Source: an optimization exercise on an open RTL-to-GDS flow (aim: small area). Production flows keep margins and buffers that such runs may drop. The RTL was checked by simulation tests, not by an equivalence proof against the original design. Power and IR drop assume default switching activity.

`design/flow/config.mk`:
```
export PLATFORM = sky130hd
export DESIGN_NAME = ddr3_controller
export DESIGN_NICKNAME = ddr3_controller
export VERILOG_FILES = /design/flow/design.v
export SDC_FILE = /design/flow/constraint.sdc
export NUM_CORES = 4
export LEC_CHECK = 0
export CAP_MARGIN = 20
export CORE_MARGIN = 2
export CORE_UTILIZATION = 60
export CTS_CLUSTER_DIAMETER = 80
export CTS_CLUSTER_SIZE = 30
export PLACE_DENSITY = 0.75
export SLEW_MARGIN = 20
```
`design/flow/constraint.sdc`:
```
create_clock -name core_clock -period 15.0 [get_ports {clk}]
set_input_delay 3.0000 -clock core_clock [delete_from_list [all_inputs] [get_ports {clk}]]
set_output_delay 3.0000 -clock core_clock [all_outputs]
set_load 0.01 [all_outputs]
```
`design/flow/design.v`:
```
module FIFO_PTRS (clk, reset, put, get, rd_ptr, wr_ptr, wr_ptr_n, empty, full, do_put, do_get);
input        clk, reset, put, get;
output [4:0] rd_ptr, wr_ptr;
output [4:0] wr_ptr_n;    
output       empty, full, do_put, do_get;
reg [4:0] rd_ptr, wr_ptr, wr_ptr_n;
reg       last_put;    
wire eq = (rd_ptr == wr_ptr);
assign full  = eq & last_put;
assign empty = eq & ~last_put;
assign do_put = put & ~full;
assign do_get = get & ~empty;
always @(posedge clk)
	if (reset) begin
		rd_ptr <= 0;
		wr_ptr <= 0;
		wr_ptr_n <= 5'h1f;
		last_put <= 0;
	end else begin
		if (do_put) begin
			wr_ptr <= wr_ptr + 1'b1;
			wr_ptr_n <= wr_ptr_n - 1'b1;
		end
		if (do_get) rd_ptr <= rd_ptr + 1'b1;
		if (do_put != do_get) last_put <= do_put;
	end
endmodule
module FIFO_WSEL (wr_ptr, wr_ptr_n, do_put, we, keep);
input  [4:0]  wr_ptr, wr_ptr_n;
input         do_put;
output [31:0] we, keep;
assign we   = (32'd1 << wr_ptr) & {32{do_put}};
assign keep = ~((32'd1 << ~wr_ptr_n) & {32{do_put}});
endmodule
module FIFO_READ (sel, mem_flat, dout);
parameter WIDTH = 8;
input  [31:0]         sel;
input  [32*WIDTH-1:0] mem_flat;
output [WIDTH-1:0]    dout;
reg    [WIDTH-1:0]    dout;
integer i;
always @(*) begin
	dout = {WIDTH{1'b0}};
	for (i = 0; i < 32; i = i + 1)
		dout = dout | (mem_flat[i*WIDTH +: WIDTH] & {WIDTH{sel[i]}});
end
endmodule
module FIFO_IN (clk, reset, data_in, put, get, data_out, empty, full, fillcount);
input         clk, reset, put, get;
input  [15:0] data_in;
output [15:0] data_out;
output        empty, full;
output [5:0]  fillcount;
reg  [15:0] mem [0:31];
reg  [15:0] data_out;
wire [4:0]  rd_ptr, wr_ptr, wr_ptr_n;
wire        do_put, do_get;
FIFO_PTRS ptrs (.clk(clk), .reset(reset), .put(put), .get(get), .rd_ptr(rd_ptr), .wr_ptr(wr_ptr), .wr_ptr_n(wr_ptr_n),
	.empty(empty), .full(full), .do_put(do_put), .do_get(do_get));
assign fillcount = {full, wr_ptr - rd_ptr};
wire [32*16-1:0] flat;
genvar g;
generate for (g = 0; g < 32; g = g + 1) begin : fl
	assign flat[g*16 +: 16] = mem[g];
end endgenerate
wire [15:0] rdata;
FIFO_READ #(.WIDTH(16)) rd (.sel(32'd1 << rd_ptr), .mem_flat(flat), .dout(rdata));
always @(posedge clk)
	if (do_get) data_out <= rdata;
wire [31:0] we, keep;
FIFO_WSEL ws (.wr_ptr(wr_ptr), .wr_ptr_n(wr_ptr_n), .do_put(do_put), .we(we), .keep(keep));
integer j;
always @(posedge clk)
	for (j = 0; j < 32; j = j + 1)
		mem[j] <= (mem[j] & {16{keep[j]}}) | (data_in & {16{we[j]}});
endmodule
module FIFO_HEAD (clk, reset, data_in, put, get, head, empty, full);
parameter WIDTH = 8;
input              clk, reset, put, get;
input  [WIDTH-1:0] data_in;
output [WIDTH-1:0] head;
output             empty, full;
reg  [WIDTH-1:0] mem [0:31];
wire [4:0]  rd_ptr, wr_ptr, wr_ptr_n;
wire        do_put, do_get;
FIFO_PTRS ptrs (.clk(clk), .reset(reset), .put(put), .get(get), .rd_ptr(rd_ptr), .wr_ptr(wr_ptr), .wr_ptr_n(wr_ptr_n),
	.empty(empty), .full(full), .do_put(do_put), .do_get(do_get));
wire [32*WIDTH-1:0] flat;
genvar g;
generate for (g = 0; g < 32; g = g + 1) begin : fl
	assign flat[g*WIDTH +: WIDTH] = mem[g];
end endgenerate
FIFO_READ #(.WIDTH(WIDTH)) rd (.sel(32'd1 << rd_ptr), .mem_flat(flat), .dout(head));
wire [31:0] we, keep;
FIFO_WSEL ws (.wr_ptr(wr_ptr), .wr_ptr_n(wr_ptr_n), .do_put(do_put), .we(we), .keep(keep));
integer j;
always @(posedge clk)
	for (j = 0; j < 32; j = j + 1)
		mem[j] <= (mem[j] & {WIDTH{keep[j]}}) | (data_in & {WIDTH{we[j]}});
endmodule
module FIFO_RET (clk, reset, data_in, put, get, data_out, empty, full);
parameter WIDTH = 42;
input              clk, reset, put, get;
input  [WIDTH-1:0] data_in;
output [WIDTH-1:0] data_out;
output             empty, full;
reg  [WIDTH-1:0] mem [0:31];
wire [4:0]  rd_ptr, wr_ptr, wr_ptr_n;
wire        do_put, do_get;
FIFO_PTRS ptrs (.clk(clk), .reset(reset), .put(put), .get(get), .rd_ptr(rd_ptr), .wr_ptr(wr_ptr), .wr_ptr_n(wr_ptr_n),
	.empty(empty), .full(full), .do_put(do_put), .do_get(do_get));
wire [32*WIDTH-1:0] flat;
genvar g;
generate for (g = 0; g < 32; g = g + 1) begin : fl
	assign flat[g*WIDTH +: WIDTH] = mem[g];
end endgenerate
wire [31:0] sel = 32'd1 << rd_ptr;
FIFO_READ #(.WIDTH(WIDTH)) rd (.sel({sel[0], sel[31:1]}), .mem_flat(flat), .dout(data_out));
wire [31:0] we, keep;
FIFO_WSEL ws (.wr_ptr(wr_ptr), .wr_ptr_n(wr_ptr_n), .do_put(do_put), .we(we), .keep(keep));
integer j;
always @(posedge clk)
	for (j = 0; j < 32; j = j + 1)
		mem[j] <= (mem[j] & {WIDTH{keep[j]}}) | (data_in & {WIDTH{we[j]}});
endmodule
module ddr3_init_engine(
   clk, reset, init,
   ready, rascas, webar, ba, a4, a8, cke, resetbar
   );
input  clk, reset, init;
output reg ready, rascas, webar, a4, a8, cke, resetbar;
output reg [1:0] ba;
localparam [18:0]
	S_RSTL = 19'd0,
	S_CKEL = 19'd1250,
	S_RSTH = 19'd1260,
	S_NOP1 = 19'd4385,
	S_MRS2 = 19'd4461,
	S_NOP2 = 19'd4463,
	S_MRS3 = 19'd4469,
	S_NOP3 = 19'd4471,
	S_MRS1 = 19'd4477,
	S_NOP4 = 19'd4479,
	S_MRS0 = 19'd4485,
	S_NOP5 = 19'd4487,
	S_ZQCL = 19'd4517,
	S_NOP6 = 19'd4519,
	S_DONE = 19'd5543;
reg INIT, RESET, flag;
reg [18:0] counter;
always @(posedge clk) begin
	INIT <= init;
	RESET <= reset;
	if (RESET) begin
		flag <= 0;
		cke <= 0;
		a4 <= 0;
		a8 <= 0;
		ba <= 0;
		rascas <= 0;
		webar <= 0;
		resetbar <= 0;
		ready <= 0;
	end else if (!flag && INIT) begin
		flag <= 1;
		counter <= 0;
	end else if (flag) begin
		counter <= counter + 1'b1;
		case (counter)
		S_RSTL: resetbar <= 0;
		S_CKEL: cke <= 0;
		S_RSTH: resetbar <= 1;
		S_NOP1: begin cke <= 1; rascas <= 1; webar <= 1; end
		S_MRS2: begin rascas <= 0; webar <= 0; a4 <= 0; a8 <= 0; ba <= 2'b10; end
		S_MRS3: begin rascas <= 0; webar <= 0; a4 <= 0; a8 <= 0; ba <= 2'b11; end
		S_MRS1: begin rascas <= 0; webar <= 0; a4 <= 1; a8 <= 0; ba <= 2'b01; end
		S_MRS0: begin rascas <= 0; webar <= 0; a4 <= 1; a8 <= 1; ba <= 2'b00; end
		S_ZQCL: begin rascas <= 1; webar <= 0; end
		S_NOP2, S_NOP3, S_NOP4, S_NOP5, S_NOP6: begin rascas <= 1; webar <= 1; end
		S_DONE: begin rascas <= 1; webar <= 1; ready <= 1; end
		default: ;
		endcase
	end
end
endmodule
module Processing_logic(
	clk, ck, reset, ready,
	CMD_empty, CMD_head, DATA_data_out, DQ_in,
	CMD_get, DATA_get, RETURN_put, RETURN_address, RETURN_data,
	rasbar, casbar, webar, BA, A, DM_flag, DQ_out, ts_con, modify_setting
	);
	input         clk, ck, reset, ready;
	input         CMD_empty;
	input  [30:0] CMD_head;
	input  [15:0] DATA_data_out;
	input  [15:0] DQ_in;
	output reg        CMD_get, DATA_get, RETURN_put;
	output reg [25:0] RETURN_address;
	output     [15:0] RETURN_data;
	output reg        rasbar, casbar, webar;
	output reg [2:0]  BA;
	output reg [12:0] A;
	output reg        DM_flag;
	output     [15:0] DQ_out;
	output reg        ts_con, modify_setting;
	localparam [2:0]
		IDLE    = 3'd0,
		MODIFY  = 3'd1,
		DECODE  = 3'd2,
		REFRESH = 3'd3,
		S_GNR   = 3'd4,
		S_GNW   = 3'd5,
		S_ATRW  = 3'd6;
	localparam [2:0]
		NOP   = 3'b111,
		ACT   = 3'b011,
		READ  = 3'b101,
		WRITE = 3'b100,
		PRE   = 3'b010,
		MRS   = 3'b000,
		ZQCS  = 3'b110,
		REF   = 3'b001;
	reg [2:0]  state;
	reg [10:0] counter;
	reg [12:0] refresh_counter;
	reg        ATOMIC_cmd, C3;
	reg [2:0]  P;             
	reg [15:0] R;             
	wire BLOCK_cmd = ~ATOMIC_cmd & P[2];
	wire [2:0] col = RETURN_address[2:0];
	always @(posedge clk)
		if (!ATOMIC_cmd || counter == 11'd22)
			R <= DQ_in;
	assign RETURN_data = R;
	reg [15:0] ATOMIC_data;
	always @(*)
		case (P)
		3'b000: ATOMIC_data = ~R;
		3'b001: ATOMIC_data = R + DATA_data_out;
		3'b010: ATOMIC_data = R | DATA_data_out;
		3'b011: ATOMIC_data = R & DATA_data_out;
		3'b100: ATOMIC_data = R ^ DATA_data_out;
		3'b101: ATOMIC_data = {R[7:0], R[15:8]};
		3'b110: ATOMIC_data = {1'b0, R[15:1]};
		3'b111: ATOMIC_data = {R[14:0], 1'b0};
		endcase
	assign DQ_out = ATOMIC_cmd ? ATOMIC_data : DATA_data_out;
	always @(posedge clk)
		if (CMD_get) begin
			RETURN_address <= CMD_head[25:0];
			{ATOMIC_cmd, C3, P} <= CMD_head[30:26];
		end else begin
			if (state == S_GNR && RETURN_put)
				RETURN_address <= RETURN_address + 1'b1;
			if (state == S_GNW && counter == 11'd28)
				RETURN_address[25:3] <= RETURN_address[25:3] + 1'b1;
			if ((state == S_GNR && counter == 11'd37) || (state == S_GNW && counter == 11'd49))
				P[1:0] <= P[1:0] - 1'b1;
		end
	always @(posedge clk)
	if (reset) begin
		modify_setting <= 0;
		counter <= 0;
		refresh_counter <= 0;
		state <= IDLE;
		CMD_get <= 0;
		DATA_get <= 0;
		RETURN_put <= 0;
		ts_con <= 0;
		DM_flag <= 0;
		{rasbar, casbar, webar} <= NOP;
		A <= 0;
		BA <= 0;
	end else begin
		if (ready && modify_setting)
			refresh_counter <= refresh_counter + 1'b1;
		case (state)
		IDLE: begin
			counter <= 0;
			if (ready) begin
				if (!modify_setting)
					state <= MODIFY;
				if (CMD_get) begin
					CMD_get <= 0;
					state <= DECODE;
				end else if (refresh_counter[12]) begin
					if (!ck)
						state <= REFRESH;
				end else if (!CMD_empty)
					CMD_get <= 1;
			end
		end
		MODIFY: begin
			counter <= counter + 1'b1;
			case (counter)
			11'd0:    begin {rasbar, casbar, webar} <= PRE; A[10] <= 1; end
			11'd12:   begin {rasbar, casbar, webar} <= MRS; A <= 13'h000c; BA <= 3'b001; end
			11'd20:   begin {rasbar, casbar, webar} <= MRS; A <= 13'h0512; BA <= 3'b000; end
			11'd52:   begin {rasbar, casbar, webar} <= ZQCS; A[10] <= 0; end
			11'd182:  begin {rasbar, casbar, webar} <= MRS; A <= 13'h0010; BA <= 3'b001; end
			11'd190:  begin {rasbar, casbar, webar} <= MRS; A <= 13'h0510; BA <= 3'b000; end
			11'd2, 11'd14, 11'd22, 11'd54, 11'd184, 11'd192:
			          {rasbar, casbar, webar} <= NOP;
			11'd1216: begin state <= IDLE; modify_setting <= 1; end
			default: ;
			endcase
		end
		REFRESH: begin
			counter <= counter + 1'b1;
			case (counter)
			11'd0:  {rasbar, casbar, webar} <= REF;
			11'd2:  {rasbar, casbar, webar} <= NOP;
			11'd90: begin state <= IDLE; refresh_counter <= 0; end
			default: ;
			endcase
		end
		DECODE: begin
			if (!ck)
				state <= ATOMIC_cmd ? S_ATRW : C3 ? S_GNW : S_GNR;
		end
		S_GNR: begin
			counter <= counter + 1'b1;
			case (counter)
			11'd0:  begin {rasbar, casbar, webar} <= ACT; A <= RETURN_address[22:10]; BA <= RETURN_address[25:23]; end
			11'd4:  begin {rasbar, casbar, webar} <= READ; A[10] <= 1; A[9:0] <= RETURN_address[9:0]; end
			11'd2, 11'd6: {rasbar, casbar, webar} <= NOP;
			11'd22: RETURN_put <= 1;
			11'd23: if (!BLOCK_cmd) RETURN_put <= 0;
			11'd30: RETURN_put <= 0;
			11'd37: begin
				if (P[1:0] == 0 || !BLOCK_cmd)
					state <= IDLE;
				else
					counter <= 0;
			end
			default: ;
			endcase
		end
		S_GNW: begin
			counter <= counter + 1'b1;
			case (counter)
			11'd0:  begin {rasbar, casbar, webar} <= ACT; A <= RETURN_address[22:10]; BA <= RETURN_address[25:23]; end
			11'd4:  begin {rasbar, casbar, webar} <= WRITE; A[10] <= 1; A[9:0] <= RETURN_address[9:0]; end
			11'd2, 11'd6: {rasbar, casbar, webar} <= NOP;
			11'd18: ts_con <= 1;
			11'd19: DATA_get <= 1;
			11'd20: if (!BLOCK_cmd) DATA_get <= 0;
			11'd27: DATA_get <= 0;
			11'd29: ts_con <= 0;
			11'd49: begin
				if (P[1:0] == 0 || !BLOCK_cmd)
					state <= IDLE;
				else
					counter <= 0;
			end
			default: ;
			endcase
			if (counter == {8'd2, col} + 11'd4)
				DM_flag <= 1;
			else if (!BLOCK_cmd || counter == 11'd28)
				DM_flag <= 0;
		end
		S_ATRW: begin
			counter <= counter + 1'b1;
			case (counter)
			11'd0:  begin {rasbar, casbar, webar} <= ACT; A <= RETURN_address[22:10]; BA <= RETURN_address[25:23]; end
			11'd4:  begin {rasbar, casbar, webar} <= READ; A[10] <= 0; A[9:0] <= RETURN_address[9:0]; end
			11'd16: begin {rasbar, casbar, webar} <= WRITE; A[10] <= 1; end
			11'd2, 11'd6, 11'd18: {rasbar, casbar, webar} <= NOP;
			11'd22: begin DATA_get <= 1; RETURN_put <= C3; end
			11'd23: begin DATA_get <= 0; RETURN_put <= 0; end
			11'd30: ts_con <= 1;
			11'd41: ts_con <= 0;
			11'd59: state <= IDLE;
			default: ;
			endcase
			if (counter == {8'd4, col})
				DM_flag <= 1;
			else
				DM_flag <= 0;
		end
		default: state <= IDLE;
		endcase
	end
endmodule
module ddr3_controller(
	dout, raddr, fillcount, validout, notfull, ready, ck_pad, ckbar_pad,
	cke_pad, csbar_pad, rasbar_pad, casbar_pad, webar_pad, ba_pad,
	a_pad, dm_pad, odt_pad, resetbar_pad,
	dq_out, dq_oe, dqs_out, dqsbar_out,
	clk, reset, read, cmd, sz, op, din, addr, initddr,
	dq_in, dq_valid
	);
	localparam [2:0]
		SCR = 3'b001,
		SCW = 3'b010,
		BLR = 3'b011,
		BLW = 3'b100,
		ATR = 3'b101,
		ATW = 3'b110;
	input         clk;
	input         reset;
	input         read;
	input  [2:0]  cmd;
	input  [15:0] din;
	input  [25:0] addr;
	input  [1:0]  sz;
	input  [2:0]  op;
	output [15:0] dout;
	output [25:0] raddr;
	output [5:0]  fillcount;
	output reg    validout;
	output        notfull;
	input         initddr;
	output        ready;
	output        ck_pad;
	output        ckbar_pad;
	output        cke_pad;
	output        csbar_pad;
	output        rasbar_pad;
	output        casbar_pad;
	output        webar_pad;
	output [2:0]  ba_pad;
	output [12:0] a_pad;
	output [15:0] dq_out;
	output        dq_oe;
	output [1:0]  dqs_out;
	output [1:0]  dqsbar_out;
	input  [15:0] dq_in;
	input         dq_valid;
	output [1:0]  dm_pad;
	output        odt_pad;
	output        resetbar_pad;
	reg ck_i;
	always @(posedge clk)
		if (reset) ck_i <= 0;
		else       ck_i <= ~ck_i;
	wire [15:0] IN_data_out;
	wire        IN_empty, IN_full, CMD_empty, CMD_full, RETURN_empty, RETURN_full;
	wire        IN_get, CMD_get, RETURN_put;
	wire [30:0] CMD_head;
	wire [25:0] RETURN_address;
	wire [15:0] RETURN_data;
	reg         IN_put, CMD_put;
	reg         IN_BLW_put;
	reg  [4:0]  IN_BLW_counter;
	FIFO_IN FIFO_IN (
		.clk(clk), .reset(reset), .data_in(din), .put(IN_put), .get(IN_get),
		.data_out(IN_data_out), .empty(IN_empty), .full(IN_full), .fillcount(fillcount));
	wire        is_atomic = (cmd == ATR) | (cmd == ATW);
	wire [4:0]  cmd_code = is_atomic ? {1'b1, cmd == ATR, op}
	                                 : {1'b0, (cmd == SCW) | (cmd == BLW), (cmd == BLR) | (cmd == BLW), sz};
	FIFO_HEAD #(.WIDTH(31)) FIFO_CMD (
		.clk(clk), .reset(reset), .data_in({cmd_code, addr}), .put(CMD_put), .get(CMD_get),
		.head(CMD_head), .empty(CMD_empty), .full(CMD_full));
	FIFO_RET #(.WIDTH(42)) FIFO_RETURN (
		.clk(clk), .reset(reset), .data_in({RETURN_address, RETURN_data}), .put(RETURN_put), .get(read),
		.data_out({raddr, dout}), .empty(RETURN_empty), .full(RETURN_full));
	wire ready_i, i_rascas, i_webar, i_a4, i_a8, i_cke, i_resetbar;
	wire [1:0] i_ba;
	ddr3_init_engine XINIT (
		.clk(clk), .reset(reset), .init(initddr),
		.ready(ready_i), .rascas(i_rascas), .webar(i_webar), .ba(i_ba),
		.a4(i_a4), .a8(i_a8), .cke(i_cke), .resetbar(i_resetbar));
	wire        p_rasbar, p_casbar, p_webar, DM_flag, ts_con, modify_setting;
	wire [2:0]  p_ba;
	wire [12:0] p_a;
	wire [15:0] p_dq;
	Processing_logic XPL (
		.clk(clk), .ck(ck_i), .reset(reset), .ready(ready_i),
		.CMD_empty(CMD_empty), .CMD_head(CMD_head), .DATA_data_out(IN_data_out), .DQ_in(dq_in),
		.CMD_get(CMD_get), .DATA_get(IN_get), .RETURN_put(RETURN_put),
		.RETURN_address(RETURN_address), .RETURN_data(RETURN_data),
		.rasbar(p_rasbar), .casbar(p_casbar), .webar(p_webar), .BA(p_ba), .A(p_a),
		.DM_flag(DM_flag), .DQ_out(p_dq), .ts_con(ts_con), .modify_setting(modify_setting));
	always @(*) begin
		CMD_put = 0;
		IN_put = 0;
		if (IN_BLW_put)
			IN_put = ~IN_full;
		else case (cmd)
			SCR, BLR: CMD_put = ~CMD_full;
			SCW, BLW, ATW, ATR: begin
				CMD_put = ~CMD_full & ~IN_full;
				IN_put = ~CMD_full & ~IN_full;
			end
			default: ;
		endcase
	end
	always @(posedge clk)
		if (reset) begin
			IN_BLW_counter <= 0;
			IN_BLW_put <= 0;
		end else if (!IN_BLW_put) begin
			if (cmd == BLW && CMD_put) begin
				IN_BLW_put <= 1;
				IN_BLW_counter <= {sz, 3'b110};
			end
		end else begin
			if (IN_BLW_counter == 0)
				IN_BLW_put <= 0;
			else if (!IN_full)
				IN_BLW_counter <= IN_BLW_counter - 1'b1;
		end
	always @(posedge clk)
		if (reset) validout <= 0;
		else       validout <= read & ~RETURN_empty;
	assign notfull = ~CMD_full;
	assign ready        = ready_i & modify_setting;
	assign ck_pad       = ck_i;
	assign ckbar_pad    = ~ck_i;
	assign cke_pad      = i_cke;
	assign csbar_pad    = 1'b0;
	assign rasbar_pad   = ready_i ? p_rasbar : i_rascas;
	assign casbar_pad   = ready_i ? p_casbar : i_rascas;
	assign webar_pad    = ready_i ? p_webar  : i_webar;
	assign ba_pad       = ready_i ? p_ba     : {1'b0, i_ba};
	assign a_pad        = ready_i ? p_a      : {2'b00, i_a8, 1'b0, i_a8, 3'b000, i_a4, 4'b0000};
	assign odt_pad      = 1'b0;
	assign resetbar_pad = i_resetbar & ~reset;
	assign dq_oe        = ready_i & ts_con;
	assign dq_out       = p_dq;
	assign dm_pad       = {2{~DM_flag}};
	assign dqs_out      = {2{ck_i}};
	assign dqsbar_out   = {2{~ck_i}};
endmodule
```
`design/flow/flow/run.sh`:
```
#!/bin/bash
# Layout flow: the standard ORFS flow (standard.sh) with these changes:
#  - ABC maps the logic with an area-oriented script (flow/abc_speed.script,
#    used in place of ORFS's scripts/abc_speed.script); the rest of the
#    synthesis, and so every register, is as in the standard synthesis;
#  - the port buffers are buf_1 cells (every input and output still gets one);
#  - clock tree synthesis clusters up to 30 sinks within 80 um per leaf buffer
#    and inserts no dummy loads.
set -euo pipefail
here=$(pwd)
rm -rf "$here/orfs_scripts"
cp -r "$FLOW_HOME/scripts" "$here/orfs_scripts"
cp "$here/flow/abc_speed.script" "$here/orfs_scripts/abc_speed.script"
export SCRIPTS_DIR="$here/orfs_scripts"
export BUFFER_PORTS_ARGS="-buffer_cell sky130_fd_sc_hd__buf_1"
export CTS_ARGS="-sink_clustering_enable -repair_clock_nets -sink_clustering_size 30 -sink_clustering_max_diameter 80 -dont_use_dummy_load"
bash standard.sh > standard.log 2>&1
```
`design/flow/flow/abc_speed.script`:
```
&get -n
&st
&dch
&nf -a
&st
&syn2
&dch
&nf -a
&st
&syn2
&dch
&nf -a
&st
&syn2
&dch
&nf -a
&put
buffer -c
topo
stime -c
upsize -c
dnsize -c
```
`design/flow/standard.sh`:
```
#!/bin/bash
# synth_recipe.tcl (not shown) runs the flow's synth.tcl, then flattens the netlist and writes it again
# the make line also repeats each setting of config.mk as NAME=value (left out here)
make -C /OpenROAD-flow-scripts/flow DESIGN_CONFIG=/design/flow/config.mk WORK_HOME=/design/flow/orfs CLKGATE_MAP_FILE= SYNTH_SCRIPT=/design/flow/synth_recipe.tcl "${@:-finish}"
```
==> flow_summary.json, run 1 <==
{
  "grt_pass1_vias": 96290,
  "clk_pin_slew_worst_paths_ns": 0.10,
  "max_freq_ghz": 0.1262,
  "synth_top_area_share_pct": 52.07,
  "clock_latency_ns": 0.89,
  "cpMostUsedCell": "a21oi_1",
  "synth_area_um2": 114100,
  "synthDistinctLibCells": 84,
  "drt-wirelength-per-cell_um": 37.13,
  "synth_top_flop_cell": "dfxtp_1",
  "worst_path_max_delay_cell": "fa_1",
  "p_leak_nw": 45.15,
  "gr-total-overflow": 0,
  "postRouteAntennaNets": 0,
  "critPathMaxStageDelay_ns": 0.41,
  "rrSetupSlack_ns": 10.25,
  "whs_ns": 0.4672,
  "drc": 0,
  "cp.required_ns": 12.00,
  "die_area_um2": 193700,
  "tns_ns": 0,
  "synth-seq-cells": 3050,
  "total_power_w": 0.01486,
  "drive_gt1_share_pct": 7.400,
  "status": "finished clean",
  "cts.sinks": 3050,
  "setup_viol": 0,
  "p_per_area_nw_per_um2": 124.1,
  "worst_ep_arrival_time_ns": 4.92,
  "antenna_found_initial": 17,
  "skew_ns": 0.07936,
  "yosys.area.top_type": "dfxtp_1",
  "cp_top_family": "compound AO/OA/AOI/OAI gates",
  "die_y_um": 440.1,
  "yosysWarnings": 13,
  "globalplace.congestion": 0.9072,
  "yosysSeqAreaShare_pct": 54.22,
  "startpoint_type": "flop",
  "initial_utilization_pct": 60.20,
  "num_vias": 100400,
  "min_period_over_period_pct": 52.81,
  "drv_slew": 0,
  "synth_edf_count": 82,
  "rsz0062_at_grt": "no",
  "hold_violations": 0,
  "dpl.hpwl_um": 246600,
  "critPathBufInv": 2,
  "async_flop_share_pct": 0,
  "cts_buffers": 134,
  "synthToLayoutAreaGrowth_pct": 4.882,
  "coreArea_um2": 189600,
  "avgSynthCellArea_um2": 10.79,
  "rows": 160,
  "drt_iter0_drc": 19500,
  "post-cts-setup-buffer-count": 0,
  "grt_max_degree": 50,
  "cts_root_buffer": "clkbuf_16",
  "synthTopCellsByArea": "dfxtp_1, a22o_1, a222oi_1, clkbuf_1, edfxtp_1",
  "portBuffers": 166,
  "clockBufferDepth": 3,
  "slew_headroom_pct": 13.43,
  "totalWireLength_um": 462400,
  "tightest_slew_ns": 1.299,
  "hp-class": "reg -> reg",
  "drv_cap": 0,
  "drt_pass1_iterations": 13,
  "ys_top_cells_by_count": "dfxtp_1, a22o_1, clkbuf_1, nand2_1, a222oi_1",
  "htree_levels": 4,
  "io_pins": 170,
  "fillers": 14970,
  "grt_usage_pct": 45.66,
  "cts_resized": 0,
  "via_per_inst": 8.066,
  "die_w_um": 440.1,
  "holdBufCountCts": 0,
  "grt_pass1_wl_um": 659700,
  "syn_inst": 10580,
  "cts_tree": "done",
  "synth.most_common_cell": "dfxtp_1",
  "fin_nets": 10110,
  "cp_cell_sequence": "buf_4 > ha_1 > fa_1 > a21oi_1 > nor2_1 > nor2_1 > o21bai_1 > a21oi_1 > o21bai_1 > a21oi_2 > nor2b_1 > o21a_1 > o21ai_2 > nand2b_1 > a21oi_1 > o21bai_1 > a21oi_1 > xnor2_1 > a21oi_1 > o22ai_1 > buf_1",
  "min_period_ns": 7.922,
  "end_kind": "primary output",
  "cp_max_fo": 36,
  "max-vdd-ir-drop_mv": 0.1165,
  "worstSetupPathType": "reg -> out"
}
## layout make-up
| type | instances | area (um2) | area share [%] |
|---|---|---|---|
| Antenna cell | 10 | 25.02 | 0.02091 |
| Tap cell | 2511 | 3142 | 2.625 |
| Multi-Input combinational cell | 6190 | 48010 | 40.11 |
| Inverter | 97 | 364.1 | 0.3042 |
| Timing Repair Buffer | 461 | 2915 | 2.436 |
| Sequential cell | 3050 | 61880 | 51.70 |
| Clock buffer | 134 | 3353 | 2.802 |
## layer usage
metal | vias to the layer above | track usage (%) | part of all wire, % | routed length (um)
met5 | - | 0.04963 | 0.014 | 67
met4 | 10 | 32.76 | 9.2 | 42590
met3 | 2918 | 16.25 | 16 | 74690
met2 | 9314 | 66.47 | 41 | 188500
met1 | 48320 | 55.93 | 34 | 156600
li1 | 39880 | - | - | -
## cell usage in the layout, fill, tap and decap left out, types with 14 or more instances in the layout
master and n:
or4_1 31, buf_4 289, nor3_1 62, and3_2 36, nor2b_1 36, nand2_4 14
nand2b_1 19, and3_1 55, a22o_1 2836, inv_1 93, nor2_1 190, nor2_4 82
nand3_2 17, clkbuf_16 134, xnor2_1 51, nand2_2 41, ha_1 104, a222oi_1 557
o21ai_0 173, a21oi_1 181, nand4_1 220, a22oi_1 281, buf_1 150, nand3_1 177
nor2_2 22, a211oi_1 23, edfxtp_1 82, a221oi_1 109, clkbuf_2 15, dfxtp_1 2968
and2_1 44, or3_1 28, xor2_1 40, nand2_1 561
## power breakdown
| group | switching, W | total, W | internal (W) |
|---|---|---|---|
| Clock | 0.00255 | 0.00416 | 0.00161 |
| Sequential | 0.000366 | 0.00912 | 0.00875 |
| Combinational | 0.000928 | 0.00158 | 0.000654 |
| Total | 0.00384 | 0.0149 | 0.0110 |
## registers in the layout, summed over array words and instances (netlist names), 11 cells and up
| name | count |
|---|---|
| FIFO_CMD.mem | 992 |
| FIFO_IN.data_out | 16 |
| FIFO_IN.mem | 512 |
| FIFO_RETURN.mem | 1344 |
| XINIT.counter | 19 |
| XPL.A | 13 |
| XPL.R | 16 |
| XPL.RETURN_address | 26 |
| XPL.counter | 11 |
| XPL.refresh_counter | 13 |
## path summary, 6_finish.rpt
check,start,endpoint,cells past startpoint
max reg2reg,FIFO_IN.ptrs.rd_ptr[2],FIFO_CMD.mem[28][18],13
max,XPL.R[0],dq_out[14],21
min reg2reg,FIFO_CMD.mem[4][27],FIFO_CMD.mem[4][27],2
min,FIFO_CMD.mem[4][27],FIFO_CMD.mem[4][27],2
## stage by stage
step                area [um2]  cells  worst slack [ns]  util (%)
global route            119700  12440             6.787     63.12
CTS                     119600  12440             7.131     63.07
floorplan               114100  10580             8.381         -
global placement        116100  12300             8.009     61.25
detailed placement      116200  12310             8.050     61.30
finish                  119700  12450             7.078     63.13
## cell families after synthesis
| kind of cell | count (synthesis) | share of synthesized area (%) |
|---|---|---|
| adder cells (fa/ha/maj) | 106 | 1.175 |
| flip-flops | 3050 | 54.22 |
| XOR/XNOR | 92 | 0.7127 |
| multiplexers | 9 | 0.08223 |
| buffers and inverters | 1338 | 4.591 |
| AND/OR/NAND/NOR | 1702 | 7.330 |
| other | 1 | 0.003286 |
| AO/OA/AOI/OAI | 4279 | 31.88 |
## worst register-to-register path, stage by stage (launching register included)
cell and delay [ns]:
dfxtp_1 0.65, inv_1 0.26, ha_1 0.42, nand4_1 0.16
nor3_2 0.10, nor2_1 0.12, a21oi_1 0.07, nor2_1 0.11
nand2_1 0.06, buf_4 0.23, nor3_2 0.77, nand2_2 0.86
buf_4 0.54, a22o_1 0.30
==> inputs of run 2 (changes only) <==
--- a/design/flow/flow/run.sh
+++ b/design/flow/flow/run.sh
@@ -6,3 +6,4 @@
 #  - the port buffers are buf_1 cells (every input and output still gets one);
-#  - clock tree synthesis clusters up to 30 sinks within 80 um per leaf buffer
+#  - clock tree synthesis uses clkbuf_8 cells, clusters up to 18 sinks within
+#    60 um per leaf buffer,
 #    and inserts no dummy loads.
@@ -15,3 +16,3 @@
 export BUFFER_PORTS_ARGS="-buffer_cell sky130_fd_sc_hd__buf_1"
-export CTS_ARGS="-sink_clustering_enable -repair_clock_nets -sink_clustering_size 30 -sink_clustering_max_diameter 80 -dont_use_dummy_load"
+export CTS_ARGS="-sink_clustering_enable -repair_clock_nets -sink_clustering_size 18 -sink_clustering_max_diameter 60 -buf_list sky130_fd_sc_hd__clkbuf_8 -dont_use_dummy_load"
 bash standard.sh > standard.log 2>&1
==> run 2 against run 1 <==
Net effect:
- still clean on timing, DRC and antenna
- synthesized cell count stayed put
- routed wire length up 0.26%
- combinational power is essentially flat
- critical endpoint unchanged
- largest cell class unchanged
==> flow_summary.json, run 2 <==
{
  "top_regs": "FIFO_RETURN.mem x1344, FIFO_CMD.mem x992, FIFO_IN.mem x512",
  "min_period_ns": 8.131,
  "io_pins": 170,
  "drt_iter0_drc": 19290,
  "portBuffers": 166,
  "r2r_cells": 13,
  "cts_tree": "done",
  "post-cts-setup-buffer-count": 0,
  "holdPathStages": 2,
  "grt_pass1_wl_um": 662100,
  "register_area_um2": 61880,
  "num_vias": 100600,
  "regMostFlops": "FIFO_RETURN.mem",
  "rows": 160,
  "initial_utilization_pct": 60.20,
  "drv_slew": 0,
  "grt_usage_pct": 45.83,
  "p_per_area_nw_per_um2": 121.3,
  "clock_latency_ns": 1.11,
  "grt_pass1_vias": 96730,
  "final_common_cell": "dfxtp_1",
  "synth-seq-cells": 3050,
  "die_w_um": 440.1,
  "cts.sinks": 3050,
  "drv_cap": 0,
  "ys_top_cells_by_count": "dfxtp_1, a22o_1, clkbuf_1, nand2_1, a222oi_1",
  "status": "finished clean",
  "slew_headroom_pct": 8.672,
  "via_per_inst": 8.035,
  "yosys.area.top_type": "dfxtp_1",
  "dpl.hpwl_um": 246600,
  "hold_violations": 0,
  "p_leak_nw": 44.92,
  "synthDistinctLibCells": 84,
  "drt_pass1_iterations": 13,
  "die_area_um2": 193700,
  "clockBufferDepth": 3,
  "holdBufCountCts": 0,
  "gr-total-overflow": 0,
  "cts_resized": 0,
  "synth_top_flop_cell": "dfxtp_1",
  "drc": 0,
  "synth_top_area_share_pct": 52.07,
  "synth_edf_count": 82,
  "drt-wirelength-per-cell_um": 37.02,
  "synth_area_um2": 114100,
  "synth.most_common_cell": "dfxtp_1",
  "tns_ns": 0,
  "skew_ns": 0.1203,
  "cp_max_fo": 36,
  "final_cell_mix": "dfxtp_1, a22o_1, nand2_1, a222oi_1, buf_4",
  "totalWireLength_um": 463600,
  "syn_inst": 10580,
  "synthToLayoutAreaGrowth_pct": 4.350,
  "min_period_over_period_pct": 54.20,
  "hp-class": "reg -> reg",
  "grt_max_degree": 50,
  "cts_buffers": 200,
  "antenna_found_initial": 18,
  "coreArea_um2": 189600,
  "total_power_w": 0.01445,
  "max-vdd-ir-drop_mv": 0.09401,
  "avgSynthCellArea_um2": 10.79,
  "async_flop_share_pct": 0,
  "cts_root_buffer": "clkbuf_8",
  "fillers": 15100,
  "max_freq_ghz": 0.1230,
  "cp.required_ns": 12.00,
  "setup_viol": 0,
  "postRouteAntennaNets": 0,
  "tightest_slew_ns": 1.359,
  "drive_gt1_share_pct": 8.002,
  "startpoint_type": "flop",
  "end_kind": "primary output",
  "rsz0062_at_grt": "no",
  "worst_ep_arrival_time_ns": 5.13,
  "synthTopCellsByArea": "dfxtp_1, a22o_1, a222oi_1, clkbuf_1, edfxtp_1",
  "clk_pin_slew_worst_paths_ns": 0.11,
  "die_y_um": 440.1,
  "htree_levels": 4,
  "multi_input_area_um2": 48020,
  "globalplace.congestion": 0.9072,
  "fin_nets": 10180,
  "largest_reg_flops": 1344,
  "yosysWarnings": 13,
  "yosysSeqAreaShare_pct": 54.22,
  "worstSetupPathType": "reg -> out",
  "rrSetupSlack_ns": 10.23
}
==> run 2: routing by layer <==
metal,global-route usage (%),vias up,wire (um)
li1,-,39980,-
met1,56.19,48250,157700
met4,32.85,18,42720
met3,16.57,2916,75270
met5,0,-,184
met2,66.49,9451,187700
==> run 2: power breakdown <==
| part | internal [W] | switching (W) | leakage (nW) |
|---|---|---|---|
| clock | 0.00119 | 0.00256 | 1.44 |
| combinational | 0.000654 | 0.000929 | 18.7 |
| sequential | 0.00875 | 0.000365 | 24.8 |
| total | 0.0106 | 0.00385 | 44.9 |
==> run 2: path summary, 6_finish.rpt <==
check                                       startpoint              endpoint
worst max register to register  FIFO_IN.ptrs.rd_ptr[2]  FIFO_CMD.mem[28][25]
worst max-delay path                          XPL.R[0]            dq_out[14]
worst min-delay path              FIFO_CMD.mem[30][26]  FIFO_CMD.mem[30][26]
worst min register to register    FIFO_CMD.mem[30][26]  FIFO_CMD.mem[30][26]
==> run 2: layout make-up <==
type / instances / share of cell area [%]
inverter: 97 / 0.3057
tap: 2511 / 2.638
antenna: 15 / 0.03152
clock buffer: 200 / 2.311
multi-input combinational: 6190 / 40.33
sequential: 3050 / 51.96
timing repair buffer: 460 / 2.425
==> run 2: through the flow <==
step	hold slack [ns]	setup WS, ns	std cells	utilization (%)	cell area (um2)
floorplan	0.4240	8.381	10580	-	114100
global placement	0.4352	8.009	12300	61.25	116100
detailed placement	0.4442	8.050	12310	61.30	116200
CTS	0.4592	6.909	12510	62.75	119000
global route	0.4870	6.623	12510	62.80	119100
finish	0.4592	6.869	12520	62.81	119100
==> run 2: cells by family after synthesis <==
group | Yosys count | share of synthesized area [%]
buf+inv | 1338 | 4.591
other cells | 1 | 0.003286
flops | 3050 | 54.22
simple gates | 1702 | 7.330
fa+ha+maj | 106 | 1.175
mux | 9 | 0.08223
compound gates | 4279 | 31.88
xor+xnor | 92 | 0.7127
==> run 2: critical path: stages, from the launching register on <==
cell and delay, ns:
edfxtp_1 0.38, buf_4 0.28, ha_1 0.29, fa_1 0.41
a21oi_1 0.14, nor2_1 0.05, nor2_1 0.15, o21bai_1 0.10
a21oi_1 0.26, o21bai_1 0.13, a21oi_2 0.18, nor2b_1 0.06
o21a_1 0.19, o21ai_2 0.14, nand2b_1 0.09, a21oi_1 0.22
o21bai_1 0.11, a21oi_1 0.18, xnor2_1 0.13, a21oi_1 0.08
o22ai_1 0.29, buf_1 0.20
==> inputs of run 3 (changes only) <==
--- a/design/flow/config.mk
+++ b/design/flow/config.mk
@@ -10,5 +10,3 @@
 export CORE_UTILIZATION = 60
-export CTS_CLUSTER_DIAMETER = 80
-export CTS_CLUSTER_SIZE = 30
-export PLACE_DENSITY = 0.75
+export PLACE_DENSITY = 0.9
 export SLEW_MARGIN = 20
==> run 3 against run 2 <==
Net effect:
- routed wire length decreased by 1.7%
- utilization decreased by 0.055 points
- combinational power about the same
- synthesized cell count unchanged
- first-iteration DRC count increased by 19%
- worst hold slack improved by 0.0085 ns
- final area about the same
- worst setup slack got worse by 0.12 ns
- final cell count decreased by 0.10%
- clock skew increased by 0.027 ns
- maximum frequency decreased by 1.4%
- clock power decreased by 1%
- highest routed layer unchanged
==> flow_summary.json, run 3 <==
{
  "drt-wirelength-per-cell_um": 36.43,
  "die_y_um": 440.1,
  "synthDistinctLibCells": 84,
  "dpl.hpwl_um": 240700,
  "top_regs": "FIFO_RETURN.mem x1344, FIFO_CMD.mem x992, FIFO_IN.mem x512",
  "grt_max_degree": 89,
  "cts.sinks": 3050,
  "cts_resized": 0,
  "grt_pass1_vias": 100300,
  "coreArea_um2": 189600,
  "drv_slew": 0,
  "r2r_cells": 12,
  "final_cell_mix": "dfxtp_1, a22o_1, nand2_1, a222oi_1, a22oi_1",
  "clock_latency_ns": 1.13,
  "tightest_slew_ns": 1.408,
  "cts_buffers": 197,
  "yosys.area.top_type": "dfxtp_1",
  "cp_max_fo": 38,
  "clk_pin_slew_worst_paths_ns": 0.10,
  "synth_top_flop_cell": "dfxtp_1",
  "die_area_um2": 193700,
  "cts_tree": "done",
  "avgSynthCellArea_um2": 10.79,
  "regMostFlops": "FIFO_RETURN.mem",
  "yosysSeqAreaShare_pct": 54.22,
  "intPower_w": 0.01059,
  "gr-total-overflow": 0,
  "largest_reg_flops": 1344,
  "drive_gt1_share_pct": 7.617,
  "setup_viol": 0,
  "cts_root_buffer": "clkbuf_8",
  "synth.most_common_cell": "dfxtp_1",
  "utilization_pct": 62.76,
  "skew_ns": 0.1474,
  "yosysWarnings": 13,
  "grt_usage_pct": 44.83,
  "startpoint_type": "flop",
  "synth-seq-cells": 3050,
  "r2r_start": "FIFO_IN.ptrs.rd_ptr[2]",
  "hold_violations": 0,
  "grt_pass1_wl_um": 653600,
  "synth_area_um2": 114100,
  "worstSetupPathType": "reg -> out",
  "num_vias": 103200,
  "clockBufferDepth": 3,
  "status": "finished clean",
  "holdPathStages": 2,
  "end_kind": "primary output",
  "min_period_ns": 8.248,
  "rsz0062_at_grt": "no",
  "switchingPower_w": 0.003847,
  "worst_hold_startpoint": "FIFO_CMD.mem[31][27]",
  "portBuffers": 166,
  "synthTopCellsByArea": "dfxtp_1, a22o_1, a222oi_1, clkbuf_1, edfxtp_1",
  "synth_top_area_share_pct": 52.07,
  "drt_iter0_drc": 22870,
  "synth_edf_count": 82,
  "cp.required_ns": 12.00,
  "fin_nets": 10160,
  "totalWireLength_um": 455800,
  "max_freq_ghz": 0.1212,
  "io_pins": 170,
  "hp-class": "reg -> reg",
  "drt_pass1_iterations": 14,
  "holdBufCountCts": 0,
  "min_period_over_period_pct": 54.98,
  "die_w_um": 440.1,
  "synthToLayoutAreaGrowth_pct": 4.260,
  "post-cts-setup-buffer-count": 0,
  "pwr-share-seq_pct": 63.3,
  "ys_top_cells_by_count": "dfxtp_1, a22o_1, clkbuf_1, nand2_1, a222oi_1",
  "pwr-share-clk_pct": 25.7,
  "htree_levels": 4,
  "initial_utilization_pct": 60.20,
  "p_leak_nw": 44.87,
  "worst_ep_arrival_time_ns": 5.25,
  "rr_endpoint": "FIFO_CMD.mem[22][29]",
  "slew_headroom_pct": 5.384,
  "syn_inst": 10580,
  "p_per_area_nw_per_um2": 121.3,
  "globalplace.congestion": 0.9477,
  "max-vdd-ir-drop_mv": 0.1035,
  "drc": 0,
  "antenna_found_initial": 26,
  "postRouteAntennaNets": 0,
  "tns_ns": 0,
  "via_per_inst": 8.251,
  "worstHoldEndpoint": "FIFO_CMD.mem[31][27]",
  "async_flop_share_pct": 0,
  "switching_share_pct": 26.66,
  "final_common_cell": "dfxtp_1",
  "rrSetupSlack_ns": 9.94,
  "drv_cap": 0,
  "combPwrFrac_pct": 11.0,
  "rows": 160
}
run 3: how the worst max path moves through the flow:
stage / startpoint / endpoint / cells past startpoint
3_5_place_dp: XPL.R[1] / dq_out[15] / 21
4_1_cts: XPL.R[1] / dq_out[15] / 21
5_1_grt: XPL.R[1] / dq_out[15] / 21
2_1_floorplan: reset / resetbar_pad / 3
3_3_place_gp: XPL.R[0] / dq_out[14] / 21
6_report: XPL.R[1] / dq_out[15] / 21
run 3: per-stage QoR:
step	instance area, um2	hold slack [ns]	power, W	std cells	setup slack, ns
after floorplan	114100	0.4240	0.01022	10580	8.381
after detailed placement	116100	0.4431	0.01078	12290	8.038
final	119000	0.4676	0.01443	12510	6.752
after CTS	118800	0.4650	0.01422	12490	6.880
after global routing	118900	0.4873	0.01472	12500	6.543
after global placement	116000	0.4341	0.01065	12290	8.051
run 3: metal layers:
metal / global-route usage, % / wire, um / up-vias
li1: - / - / 39930
met1: 52.52 / 144500 / 48130
met2: 61.42 / 175200 / 11180
met3: 23.02 / 87190 / 3951
met4: 34.71 / 48270 / 32
met5: 1.216 / 516 / -
run 3: layout make-up:
type,count,area (um2)
Tap cell,2511,3142
Multi-Input combinational cell,6190,48020
Fill cell,14260,70600
Clock buffer,197,2711
Sequential cell,3050,61880
Antenna cell,21,52.55
Inverter,97,364.1
Timing Repair Buffer,444,2810
run 3: logic make-up after synthesis:
kind of cell / Yosys count / share of synthesized area (%)
AOI/OAI and AO/OA: 4279 / 31.88
DFF: 3050 / 54.22
and+or+nand+nor: 1702 / 7.330
buffers and inverters: 1338 / 4.591
adders and majority gates: 106 / 1.175
xor gates and xnor gates: 92 / 0.7127
muxes: 9 / 0.08223
other: 1 / 0.003286
run 3: critical path, stage by stage, from the launching register on:
cell	delay [ns]
edfxtp_1	0.34
buf_4	0.44
inv_1	0.15
ha_1	0.34
a21o_1	0.20
a21oi_2	0.20
o21bai_1	0.11
a21oi_2	0.19
o21bai_1	0.10
a21oi_2	0.20
o21bai_1	0.10
a21oi_2	0.17
o21bai_1	0.10
a21oi_2	0.19
o21bai_1	0.10
a21oi_2	0.19
o21bai_1	0.10
a21oi_2	0.17
xnor2_1	0.13
a21oi_1	0.08
o22ai_1	0.33
buf_1	0.20
run 3: power by group through the flow:
stage / logic [W] / registers (W) / clock network [W]
2_1_floorplan: 0.00105 / 0.00917 / 0
3_3_place_gp: 0.00141 / 0.00924 / 0
3_5_place_dp: 0.00149 / 0.00929 / 0
4_1_cts: 0.00150 / 0.00911 / 0.00362
5_1_grt: 0.00163 / 0.00918 / 0.00390
6_report: 0.00159 / 0.00913 / 0.00371
==> inputs of run 4 (changes only) <==
==> design/flow/run.sh (new file) <==
#!/bin/bash
# synth_recipe.tcl (not shown) runs the flow's synth.tcl, then flattens the netlist and writes it again
# the make line also repeats each setting of config.mk as NAME=value (left out here)
make -C /OpenROAD-flow-scripts/flow DESIGN_CONFIG=/design/flow/config.mk WORK_HOME=/design/flow/orfs CLKGATE_MAP_FILE= SYNTH_SCRIPT=/design/flow/synth_recipe.tcl finish
--- a/design/flow/config.mk
+++ b/design/flow/config.mk
@@ -10,3 +10,5 @@
 export CORE_UTILIZATION = 60
-export PLACE_DENSITY = 0.9
+export CTS_CLUSTER_DIAMETER = 80
+export CTS_CLUSTER_SIZE = 30
+export PLACE_DENSITY = 0.75
 export SLEW_MARGIN = 20
removed: design/flow/flow/run.sh
removed: design/flow/flow/abc_speed.script
removed: design/flow/standard.sh
==> run 4 against run 3 <==
Net effect:
- non-clock buffer count grew 64
- flip-flop and latch count is the same
- final cell count grew 1.8%
- synthesized cell count grew 1.0%
- worst setup slack gained 0.092 ns
- final area grew 4.3%
- die area grew 1.4%
==> flow_summary.json, run 4 <==
{
  "final_cell_mix": "a22o_1, dfxtp_1, a22oi_1, a221oi_1, buf_4",
  "worstSetupPathType": "reg -> out",
  "avgSynthCellArea_um2": 10.83,
  "p_per_area_nw_per_um2": 128.1,
  "cts.sinks": 3050,
  "grt_pass1_wl_um": 706800,
  "whs_ns": 0.4657,
  "synthToLayoutAreaGrowth_pct": 7.214,
  "cts_buffers": 134,
  "p_leak_nw": 46.82,
  "initial_utilization_pct": 60.21,
  "hp-class": "reg -> reg",
  "setup_viol": 0,
  "cp.required_ns": 12.00,
  "critPathMaxStageDelay_ns": 0.78,
  "io_pins": 170,
  "final_area_um2": 124100,
  "clockBufferDepth": 3,
  "synth_top_area_share_pct": 51.35,
  "antenna_found_initial": 30,
  "end_kind": "primary output",
  "syn_inst": 10680,
  "coreArea_um2": 192200,
  "gr-total-overflow": 0,
  "fin_nets": 10290,
  "fillers": 14870,
  "rows": 161,
  "num_vias": 104700,
  "totalWireLength_um": 501500,
  "final_common_cell": "a22o_1",
  "die_y_um": 443.1,
  "tns_ns": 0,
  "rsz0062_at_grt": "no",
  "dpl.hpwl_um": 260500,
  "drv_cap": 0,
  "portBuffers": 166,
  "htree_levels": 4,
  "cp_max_fo": 21,
  "finalNonFillerCells": 12740,
  "synth_edf_count": 82,
  "status": "finished clean",
  "via_per_inst": 8.221,
  "yosysWarnings": 13,
  "clock_latency_ns": 0.90,
  "drv_slew": 0,
  "regMostFlops": "FIFO_RETURN.mem",
  "drt-wirelength-per-cell_um": 39.36,
  "clk_pin_slew_worst_paths_ns": 0.11,
  "critPathBufInv": 3,
  "max-vdd-ir-drop_mv": 0.1471,
  "startpoint_type": "flop",
  "cp_top_family": "buffers and inverters",
  "holdBufCountCts": 0,
  "post_dp_cell_area_um2": 119400,
  "worst_path_max_delay_cell": "dfxtp_1",
  "grt_max_degree": 57,
  "synth.most_common_cell": "a22o_1",
  "async_flop_share_pct": 0,
  "min_period_ns": 8.155,
  "yosysSeqAreaShare_pct": 53.48,
  "postRouteAntennaNets": 0,
  "slew_headroom_pct": 8.043,
  "grt_pass1_vias": 99030,
  "cpMostUsedCell": "buf_4",
  "post-cts-setup-buffer-count": 0,
  "synthTopCellsByArea": "dfxtp_1, a22o_1, a22oi_1, clkbuf_1, a221oi_1",
  "drive_gt1_share_pct": 8.503,
  "total_power_w": 0.01589,
  "synth-seq-cells": 3050,
  "drc": 0,
  "synth_top_flop_cell": "dfxtp_1",
  "top_regs": "FIFO_RETURN.mem x1344, FIFO_CMD.mem x992, FIFO_IN.mem x512",
  "drt_iter0_drc": 20170,
  "dpl.cell_count": 12490,
  "worst_ep_arrival_time_ns": 5.16,
  "ys_top_cells_by_count": "a22o_1, dfxtp_1, clkbuf_1, a22oi_1, a221oi_1",
  "die_area_um2": 196400,
  "cts_tree": "done",
  "cp_cell_sequence": "nand2_1 > nor2_4 > buf_4 > buf_4 > a22oi_1 > nand4_1 > or4_1 > clkdlybuf4s50_1",
  "synth_area_um2": 115700,
  "cts_root_buffer": "clkbuf_16",
  "drt_pass1_iterations": 11,
  "hold_violations": 0,
  "grt_usage_pct": 48.76,
  "skew_ns": 0.04759,
  "synthDistinctLibCells": 83,
  "max_freq_ghz": 0.1226,
  "min_period_over_period_pct": 54.37,
  "yosys.area.top_type": "dfxtp_1",
  "globalplace.congestion": 0.9502,
  "tightest_slew_ns": 1.379,
  "cts_resized": 0,
  "largest_reg_flops": 1344,
  "die_w_um": 443.1
}
-- run 4: changes by cell type in the layout (fill, tap and decap cells not counted), moves of 28 or more --
cell / before / now
clkbuf_16: 0 / 142
nand3_1: 177 / 235
buf_4: 271 / 330
nand2_1: 575 / 294
a22oi_1: 281 / 754
a222oi_1: 557 / 30
o21ai_0: 173 / 145
clkdlybuf4s50_1: 0 / 137
buf_1: 155 / 0
a221oi_1: 109 / 343
clkbuf_8: 197 / 11
a22o_1: 2836 / 3080
a21oi_1: 181 / 124
-- run 4: final timing paths --
kind	startpoint	end	slack, ns	depth (start not counted)
max	FIFO_RETURN.ptrs.rd_ptr[3]	raddr[17]	6.84	8
min	XPL.BA[1]	XPL.BA[1]	0.47	2
max reg2reg	FIFO_IN.ptrs.rd_ptr[3]	FIFO_CMD.mem[7][28]	10.17	12
min reg2reg	XPL.BA[1]	XPL.BA[1]	0.47	2
-- run 4: per-layer routing --
layer	GRT usage [%]	part of all wire, %
met5	0.6838	0.082
met4	38.09	10
met3	20.12	17
met2	67.84	39
met1	59.40	33
-- run 4: report_power, final --
group	internal [W]	switching (W)	total [W]
clock network	0.00199	0.00276	0.00476
registers	0.00875	0.000386	0.00913
logic	0.000767	0.00123	0.00200
-- run 4: cells by family after synthesis --
logic type	Yosys count	share of synthesized area [%]
multiplexers	25	0.2249
adder cells (fa/ha/maj)	107	1.168
AO/OA/AOI/OAI	4611	33.14
XOR/XNOR	111	0.8402
buffers and inverters	1324	4.559
other	1	0.003241
AND/OR/NAND/NOR	1455	6.582
flip-flops	3050	53.48
-- run 4: metrics by stage --
stage	util, %	setup WS, ns
global route	64.53	6.949
detailed placement	62.14	8.052
floorplan	-	8.393
CTS	64.47	7.133
global placement	62.10	8.128
finish	64.55	6.845
-- run 4: worst reg2reg max path, stage by stage, from the launching register on --
cell,delay [ns]
dfxtp_1,0.61
inv_2,0.21
ha_1,0.38
and4_1,0.24
nand3_2,0.14
nand2_1,0.13
a2111o_1,0.42
buf_4,0.23
nor2_1,0.17
and2_1,0.49
nand3_2,0.81
buf_4,0.63
a22o_1,0.29
-- run 4: cell type report --
cell class / instances / area [um2] / share of cell area (%)
inverters: 103 / 386.6 / 0.3117
clock inverters: 54 / 754.5 / 0.6082
diodes: 30 / 75.07 / 0.06052
multi-input cells: 6311 / 49850 / 40.18
well taps: 2526 / 3161 / 2.548
clock buffers: 159 / 3727 / 3.005
flip-flops and latches: 3050 / 61880 / 49.88
repair buffers: 508 / 4218 / 3.400

==> port drivers added, routing unchanged <==
The results above use ideal ports. As a check the final layouts listed here were re-extracted and re-timed, cells and wires unchanged.
Step 1 sets driving cells, clkbuf_16 on the clock port and buf_2 on the other inputs (assumed; they add their load-dependent delay and slew).
Step 2 moves the port delays by t, midway between the first and last clock arrival at a register: inputs arrive t later, outputs are due t later. That takes back most of the time a late clock gives input paths.
Three values: ideal, step 1, step 2; two values: the first two.
run | t, ns | setup WS [ns] | worst hold slack (ns) | slew at the worst register clock pin (ns) | cell pins on the clock port's net
run 1 | 0.938 | 7.078 / 6.986 / 7.924 | 0.467 / 0.467 / 0.467 | 0.12 / 0.12 | 1
run 2 | 1.142 | 6.869 / 6.774 / 7.916 | 0.459 / 0.459 / 0.459 | 0.12 / 0.12 | 1
run 3 | 1.142 | 6.752 / 6.663 / 7.804 | 0.468 / 0.468 / 0.468 | 0.12 / 0.12 | 1
run 4 | 0.970 | 6.845 / 6.746 / 7.716 | 0.466 / 0.466 / 0.466 | 0.12 / 0.12 | 1
After both steps every run listed still meets setup and hold.
